This is an optimization exercise on Yosys and OpenROAD, whose aim is small area and a short achievable clock period, not a production implementation. At most, simulation tests tie the RTL to the original design; equivalence was not proved.

==> v26 <==
## CannyEdge
module CannyEdge(dAddrRegRow, dAddrRegCol, bWE, bCE, InData, OutData,
	OPMode, bOPEnable, dReadReg, dWriteReg,	clk, rst_b);
input 	[2:0]	dAddrRegRow, dAddrRegCol;
input		bWE, bCE;
input 	[7:0] 	InData;
output 	[7:0] 	OutData;
reg     [7:0] 	OutData;
input 	[2:0]	OPMode;
input 		bOPEnable;
input 	[3:0]	dReadReg, dWriteReg;
input		clk, rst_b;
reg [7:0] regX [0:24];
reg [1:0] y6c;			 
reg z2, z6, z10, z18;		 
reg [1:0] st;			 
reg [1:0] pc;			 
reg [1:0] dc;			 
reg [7:0] Out_gf, Out_gradient;
reg [1:0] Out_dir;		 
reg       Out_bThres;
reg [12:0] gs0, gs1, gs2, gs3, gs4;	 
reg signed [10:0] Gx, Gy;
wire [7:0] rdec = 8'd1 << dAddrRegRow;
wire [7:0] cdec = 8'd1 << dAddrRegCol;
reg  [24:0] hit;
integer hr, hc;
always @(*) begin
	hit = 25'd0;
	for (hr = 0; hr < 8; hr = hr + 1)
		for (hc = 0; hc < 8; hc = hc + 1)
			if (hr*5 + hc <= 24)
				hit[hr*5 + hc] = hit[hr*5 + hc] | (rdec[hr] & cdec[hc]);
end
wire step   = bCE & ~bOPEnable;
wire m_gau  = OPMode == 3'd0;
wire m_sob  = OPMode == 3'd1;
wire m_nms  = OPMode == 3'd2;
wire m_hys  = OPMode == 3'd3;
wire [7:0] x0 = regX[0], x1 = regX[1], x2 = regX[2], x3 = regX[3], x4 = regX[4];
wire [7:0] x5 = regX[5], x6 = regX[6], x7 = regX[7], x8 = regX[8], x9 = regX[9];
wire [7:0] x10 = regX[10], x11 = regX[11], x12 = regX[12], x13 = regX[13], x14 = regX[14];
wire [7:0] x15 = regX[15], x16 = regX[16], x17 = regX[17], x18 = regX[18], x19 = regX[19];
wire [7:0] x20 = regX[20], x21 = regX[21], x22 = regX[22], x23 = regX[23], x24 = regX[24];
wire [12:0] gsum0, gsum1, gsum2, gsum3, gsum4;
wire g_1 = x1[0] ^ x3[0] ^ x5[0];
wire g_2 = (x1[0] & x3[0]) | (x1[0] & x5[0]) | (x3[0] & x5[0]);
wire g_3 = x9[0] ^ x15[0] ^ x19[0];
wire g_4 = (x9[0] & x15[0]) | (x9[0] & x19[0]) | (x15[0] & x19[0]);
wire g_5 = x21[0] ^ x23[0] ^ g_1;
wire g_6 = (x21[0] & x23[0]) | (x21[0] & g_1) | (x23[0] & g_1);
wire g_7 = x1[1] ^ x3[1] ^ x5[1];
  ...
clock: 10.0 ns
lec_check: 0
cap_margin: 20
core_margin: 2
core_utilization: 40
slew_margin: 20
standard.sh (not shown) runs the stock make flow with config.mk's settings and CLKGATE_MAP_FILE= SYNTH_SCRIPT=/design/flow/synth_recipe.tcl, a recipe that flattens the netlist after the stock synthesis.
==> flow/flow/run.sh <==
#!/bin/bash
# Layout flow: the standard flow (standard.sh), unchanged synthesis, plus
#  1. fapol.py on the synthesized netlist: full adders are self-dual, so
#     each fa cell may be fed complemented inputs and give complemented
#     outputs; fapol picks the polarities that need the fewest inverters
#     and rewrites the netlist (registers and ports untouched).
#  2. port buffers of a plain buffer cell (buf_2) instead of the default pick,
#  3. the resizer's setup margin raised so repair_timing keeps shortening
#     the critical paths past the 10 ns constraint,
#  4. a clock tree of smaller buffers and no dummy loads.
# Each tool's output goes to a log file in this folder.
set -u
R=orfs/results/${FLOW_PLATFORM:-sky130hd}/CannyEdge/base
export BUFFER_PORTS_ARGS="-buffer_cell sky130_fd_sc_hd__buf_2"
export SETUP_SLACK_MARGIN=${MARGIN:-6.2}
export CTS_ARGS="-sink_clustering_enable -repair_clock_nets -dont_use_dummy_load -buf_list sky130_fd_sc_hd__clkbuf_8 -sink_clustering_size 16 -sink_clustering_max_diameter 60"
bash standard.sh synth > synth.log 2>&1 || exit 1
if python3 flow/fapol.py $R/1_2_yosys.v $R/1_2_yosys_fapol.v > fapol.log 2>&1; then
  cp $R/1_2_yosys.v $R/1_2_yosys_std.v
  cp $R/1_2_yosys_fapol.v $R/1_2_yosys.v
  rm -f $R/1_synth.odb $R/1_synth.sdc
fi
bash standard.sh > standard.log 2>&1
Other scripts of this flow, unchanged in this note and not shown: flow/flow/fapol.py
==> v38: changes against v26 <==
--- a/flow/design.v
+++ b/flow/design.v
@@ -475,18 +475,18 @@
 wire g_429 = g_418 ^ g_420;
 wire g_430 = g_418 & g_420;
 assign gsum0 = {1'b1, 1'b1, g_422, g_412, g_411, g_393, g_367, g_339, g_307, g_273, g_241, g_190, g_172};
 assign gsum1 = {1'b0, g_430, g_424, g_414, g_413, g_370, g_342, g_310, g_280, g_275, g_216, g_211, g_187};
 assign gsum2 = {1'b0, 1'b0, g_428, g_425, g_396, g_372, g_344, g_312, g_278, g_248, g_243, g_213, g_189};
 assign gsum3 = {1'b0, 1'b0, g_426, g_416, g_398, g_395, g_369, g_341, g_309, g_277, g_245, g_215, glow[2]};
 assign gsum4 = {1'b0, 1'b0, g_429, g_427, g_415, g_397, g_371, g_343, g_311, g_279, g_247, g_217, g_191};
-wire [10:0] sp = {3'b0, x2} - {3'b0, x10};
-wire [10:0] sq = {3'b0, x12} - {3'b0, x0};
-wire [10:0] gx_n = sp + sq + {2'b0, x7, 1'b0} - {2'b0, x5, 1'b0};
-wire [10:0] gy_n = sp - sq + {2'b0, x1, 1'b0} - {2'b0, x11, 1'b0};
+wire signed [10:0] gx_n = {3'b0, x2} + {3'b0, x12} + {2'b0, x7, 1'b0}
+                        - {3'b0, x0} - {3'b0, x10} - {2'b0, x5, 1'b0};
+wire signed [10:0] gy_n = {3'b0, x0} + {3'b0, x2} + {2'b0, x1, 1'b0}
+                        - {3'b0, x10} - {3'b0, x12} - {2'b0, x11, 1'b0};
 wire sx = Gx[10], sy = Gy[10];
 wire [10:0] A = Gx ^ {11{sx}};
 wire [10:0] B = Gy ^ {11{sy}};
 wire sg_1 = A[0] ^ B[0] ^ sx;
 wire sg_2 = (A[0] & B[0]) | (A[0] & sx) | (B[0] & sx);
 wire sg_3 = A[1] ^ B[1];
 wire sg_4 = A[1] & B[1];
--- a/flow/flow/run.sh
+++ b/flow/flow/run.sh
@@ -8,15 +8,15 @@
 #  3. the resizer's setup margin raised so repair_timing keeps shortening
 #     the critical paths past the 10 ns constraint,
 #  4. a clock tree of smaller buffers and no dummy loads.
 # Each tool's output goes to a log file in this folder.
 set -u
 R=orfs/results/${FLOW_PLATFORM:-sky130hd}/CannyEdge/base
 export BUFFER_PORTS_ARGS="-buffer_cell sky130_fd_sc_hd__buf_2"
-export SETUP_SLACK_MARGIN=${MARGIN:-6.2}
+export SETUP_SLACK_MARGIN=${MARGIN:-6.0}
 export CTS_ARGS="-sink_clustering_enable -repair_clock_nets -dont_use_dummy_load -buf_list sky130_fd_sc_hd__clkbuf_8 -sink_clustering_size 16 -sink_clustering_max_diameter 60"
 bash standard.sh synth > synth.log 2>&1 || exit 1
 if python3 flow/fapol.py $R/1_2_yosys.v $R/1_2_yosys_fapol.v > fapol.log 2>&1; then
   cp $R/1_2_yosys.v $R/1_2_yosys_std.v
   cp $R/1_2_yosys_fapol.v $R/1_2_yosys.v
   rm -f $R/1_synth.odb $R/1_synth.sdc
 fi
Settings changed: ABC_AREA set to 1.
==> impl_metrics.ini <==
[setup_path]
critPathArrivalTime_ns = 4.71
endpoint = Gy[9]$_DFFE_PP_
worst-r2r-cell-count = 17
rr_endpoint = Gy[9]$_DFFE_PP_

[power_and_ir_drop]
power_density_mw_per_mm2 = 91.9

[outcome]
status = complete, no violations

[sta]
timing.hold.ws_ns = 0.499

[layout]
buffers = 161
-- figures above: v26

==> impl_metrics.ini <==
[power_and_ir_drop]
power_density_mw_per_mm2 = 106
p_sw_share_pct = 27.7

[layout]
multi_input_area_share_pct = 50.1
buffers = 73

[hold_path]
hp-class = reg -> reg
min_from = Out_gradient[4]$_DFFE_PN0P_

[outcome]
status = complete, no violations

[drt]
drt-wirelength-per-cell_microns = 27.8

[cts]
cts_hold_buffers = 0

[setup_path]
worst-r2r-cell-count = 6
endpoint = gs4[4]$_DFFE_PP_
critPathArrivalTime_ns = 4.36

[sta]
timing.hold.ws_ns = 0.496
-- figures above: v38

Only the layout flow was run in v26; the RTL was not checked for function there.

---

==> job 6886 <==
CannyEdge, a different RTL version from the one above (not shown whole).
==> flow/config.mk <==
export PLATFORM = sky130hd
export DESIGN_NAME = CannyEdge
export DESIGN_NICKNAME = CannyEdge
export VERILOG_FILES = /design/flow/design.v
export SDC_FILE = /design/flow/constraint.sdc
export NUM_CORES = 4
export LEC_CHECK = 0
export CAP_MARGIN = 20
export CORE_MARGIN = 2
export CORE_UTILIZATION = 40
export SLEW_MARGIN = 20
==> flow/constraint.sdc <==
create_clock -name core_clock -period 10.0 [get_ports {clk}]
set_input_delay 2.0000 -clock core_clock [delete_from_list [all_inputs] [get_ports {clk}]]
set_output_delay 2.0000 -clock core_clock [all_outputs]
set_load 0.01 [all_outputs]
==> flow/flow/run.sh <==
#!/bin/bash
# Layout flow: the standard flow (standard.sh), unchanged synthesis, plus
#  1. fapol.py on the synthesized netlist: full adders are self-dual, so
#     each fa cell may be fed complemented inputs and give complemented
#     outputs; fapol picks the polarities that need the fewest inverters
#     and rewrites the netlist (registers and ports untouched).
#  2. port buffers of a plain buffer cell (buf_2) instead of the default pick,
#  3. the resizer's setup margin raised so repair_timing keeps shortening
#     the critical paths past the 10 ns constraint,
#  4. a clock tree of smaller buffers and no dummy loads.
# Each tool's output goes to a log file in this folder.
set -u
R=orfs/results/${FLOW_PLATFORM:-sky130hd}/CannyEdge/base
export BUFFER_PORTS_ARGS="-buffer_cell sky130_fd_sc_hd__buf_2"
export SETUP_SLACK_MARGIN=${MARGIN:-6.0}
export CTS_ARGS="-sink_clustering_enable -repair_clock_nets -dont_use_dummy_load -buf_list sky130_fd_sc_hd__clkbuf_8 -sink_clustering_size 16 -sink_clustering_max_diameter 60"
bash standard.sh synth > synth.log 2>&1 || exit 1
if python3 flow/fapol.py $R/1_2_yosys.v $R/1_2_yosys_fapol.v > fapol.log 2>&1; then
  cp $R/1_2_yosys.v $R/1_2_yosys_std.v
  cp $R/1_2_yosys_fapol.v $R/1_2_yosys.v
  rm -f $R/1_synth.odb $R/1_synth.sdc
fi
bash standard.sh > standard.log 2>&1
Other scripts of this flow, unchanged in this note and not shown: flow/flow/fapol.py
==> job 7936: changes against job 6886 <==
--- a/flow/design.v
+++ b/flow/design.v
@@ -495,20 +495,20 @@
 wire g_449 = g_436 ^ g_438 ^ g_440;
 wire g_450 = (g_436 & g_438) | (g_436 & g_440) | (g_438 & g_440);
 wire g_451 = g_442 ^ g_449;
 wire g_452 = g_442 & g_449;
 assign gsum0 = {1'b1, 1'b1, g_444, g_432, g_412, g_409, g_381, g_351, g_317, g_252, g_249, g_217};
 assign gsum1 = {1'b0, g_450, g_448, g_445, g_431, g_411, g_383, g_353, g_319, g_283, g_222, g_219};
 assign gsum2 = {1'b0, g_452, g_446, g_434, g_414, g_386, g_356, g_322, g_288, g_285, g_251, glow[3]};
 assign gsum3 = {1'b0, 1'b0, g_451, g_447, g_433, g_413, g_385, g_355, g_321, g_287, g_253, g_221};
-wire signed [10:0] gx_n = {3'b0, x2} + {3'b0, x12} + {2'b0, x7, 1'b0}
-                        - {3'b0, x0} - {3'b0, x10} - {2'b0, x5, 1'b0};
-wire signed [10:0] gy_n = {3'b0, x0} + {3'b0, x2} + {2'b0, x1, 1'b0}
-                        - {3'b0, x10} - {3'b0, x12} - {2'b0, x11, 1'b0};
+wire signed [10:0] gx_n = $signed({3'b0, x2}) + $signed({3'b0, x12}) + $signed({2'b0, x7, 1'b0})
+                        - $signed({3'b0, x0}) - $signed({3'b0, x10}) - $signed({2'b0, x5, 1'b0});
+wire signed [10:0] gy_n = $signed({3'b0, x0}) + $signed({3'b0, x2}) + $signed({2'b0, x1, 1'b0})
+                        - $signed({3'b0, x10}) - $signed({3'b0, x12}) - $signed({2'b0, x11, 1'b0});
 wire sx = Gx[10], sy = Gy[10];
 wire [10:0] ax = sx ? -Gx : Gx;
 wire [10:0] ay = sy ? -Gy : Gy;
 wire [11:0] asum = ax + ay;
 wire d0  = {ay, 1'b0} <= {1'b0, ax};
 wire d45 = {2'b0, ay, 1'b0} <= ({1'b0, ax, 2'b0} + {3'b0, ax});
 wire [1:0] dir_n = d0 ? 2'd0 : d45 ? ((sx ^ sy) ? 2'd3 : 2'd1) : 2'd2;
 reg [7:0] xa, xb;
--- a/flow/flow/run.sh
+++ b/flow/flow/run.sh
@@ -7,17 +7,17 @@
 #  2. port buffers of a plain buffer cell (buf_2) instead of the default pick,
 #  3. the resizer's setup margin raised so repair_timing keeps shortening
 #     the critical paths past the 10 ns constraint,
 #  4. a clock tree of smaller buffers and no dummy loads.
 # Each tool's output goes to a log file in this folder.
 set -u
 R=orfs/results/${FLOW_PLATFORM:-sky130hd}/CannyEdge/base
 export BUFFER_PORTS_ARGS="-buffer_cell sky130_fd_sc_hd__buf_2"
-export SETUP_SLACK_MARGIN=${MARGIN:-6.0}
+export SETUP_SLACK_MARGIN=${MARGIN:-5.6}
 export CTS_ARGS="-sink_clustering_enable -repair_clock_nets -dont_use_dummy_load -buf_list sky130_fd_sc_hd__clkbuf_8 -sink_clustering_size 16 -sink_clustering_max_diameter 60"
 bash standard.sh synth > synth.log 2>&1 || exit 1
 if python3 flow/fapol.py $R/1_2_yosys.v $R/1_2_yosys_fapol.v > fapol.log 2>&1; then
   cp $R/1_2_yosys.v $R/1_2_yosys_std.v
   cp $R/1_2_yosys_fapol.v $R/1_2_yosys.v
   rm -f $R/1_synth.odb $R/1_synth.sdc
 fi
 bash standard.sh > standard.log 2>&1
==> impl_metrics.toml <==
[power_and_ir_drop]
ir_drop_v = 0.0000704
pg_comb_uw = 180

[drt]
viasPerCell = 6.09
totalWireLength_mm = 76.0
wl_per_cell_um = 31.6

[timing]
fin_skew_ns = 0.0692

[run_status]
status = "finished clean"

[final_layout]
antenna_cells = 2
areaGrowthSynthToFinish_pct = 12.2
multiInputGateArea_um2 = 12600

[setup_path]
r2r_slack_ns = 5.86
crit_start = "regX[1][3]"

[global_route]
grtUsageMet2_pct = 41.3
grtUsageMet1_pct = 36.6

[worst_hold_path]
holdPathStages = 2
the above is filed under job 6886

==> impl_metrics.toml <==
[run_status]
status = "finished clean"

[power_and_ir_drop]
ir_drop_v = 0.0000632
pg_comb_uw = 182

[worst_hold_path]
holdPathStages = 1

[synth]
yosysWarningCount = 2
synth_cells = 1579

[drt]
wl_per_cell_um = 33.2
viasPerCell = 6.16
totalWireLength_mm = 77.5

[setup_path]
crit_slowest_cell = "clkinvlp_4"
crit_start = "rst_b"
r2r_slack_ns = 5.68

[die]
die_h_um = 238

[timing]
fin_skew_ns = 0.0764
drv_slew = 0

[final_layout]
areaGrowthSynthToFinish_pct = 7.65
seq_cells = 303
antenna_cells = 1

[global_route]
grtUsageMet2_pct = 41.7
the above is filed under job 7936

Only the layout flow was run in job 7936; the RTL was not checked for function there.

==> port drivers added, routing unchanged <==
No port has a modelled driver above. Below, the same layouts with a new extraction and two added sets of constraints.
Step 1, drivers: a clkbuf_16 drives clk and a buf_2 each remaining input, both assumed.
Step 2 moves the port delays by t, midway between the first and last clock arrival at a register: inputs arrive t later, outputs are due t later. That takes back most of the time a late clock gives input paths.
Three values: ideal, step 1, step 2; two values: the first two.
run	t, ns	setup WS [ns]	latest minus earliest clock arrival (ns)
v26	0.665	5.689 / 5.689 / 5.592	0.054 / 0.054
v38	0.683	6.040 / 6.040 / 5.495	0.135 / 0.135
job 6886	0.652	5.863 / 5.863 / 5.272	0.090 / 0.089
job 7936	0.645	5.678 / 5.679 / 5.065	0.108 / 0.108
After both steps setup and hold are still met in every run listed. The setup slack of job 7936, which loses most, moves by +0.001 ns with the drivers and by -0.613 ns with both steps.
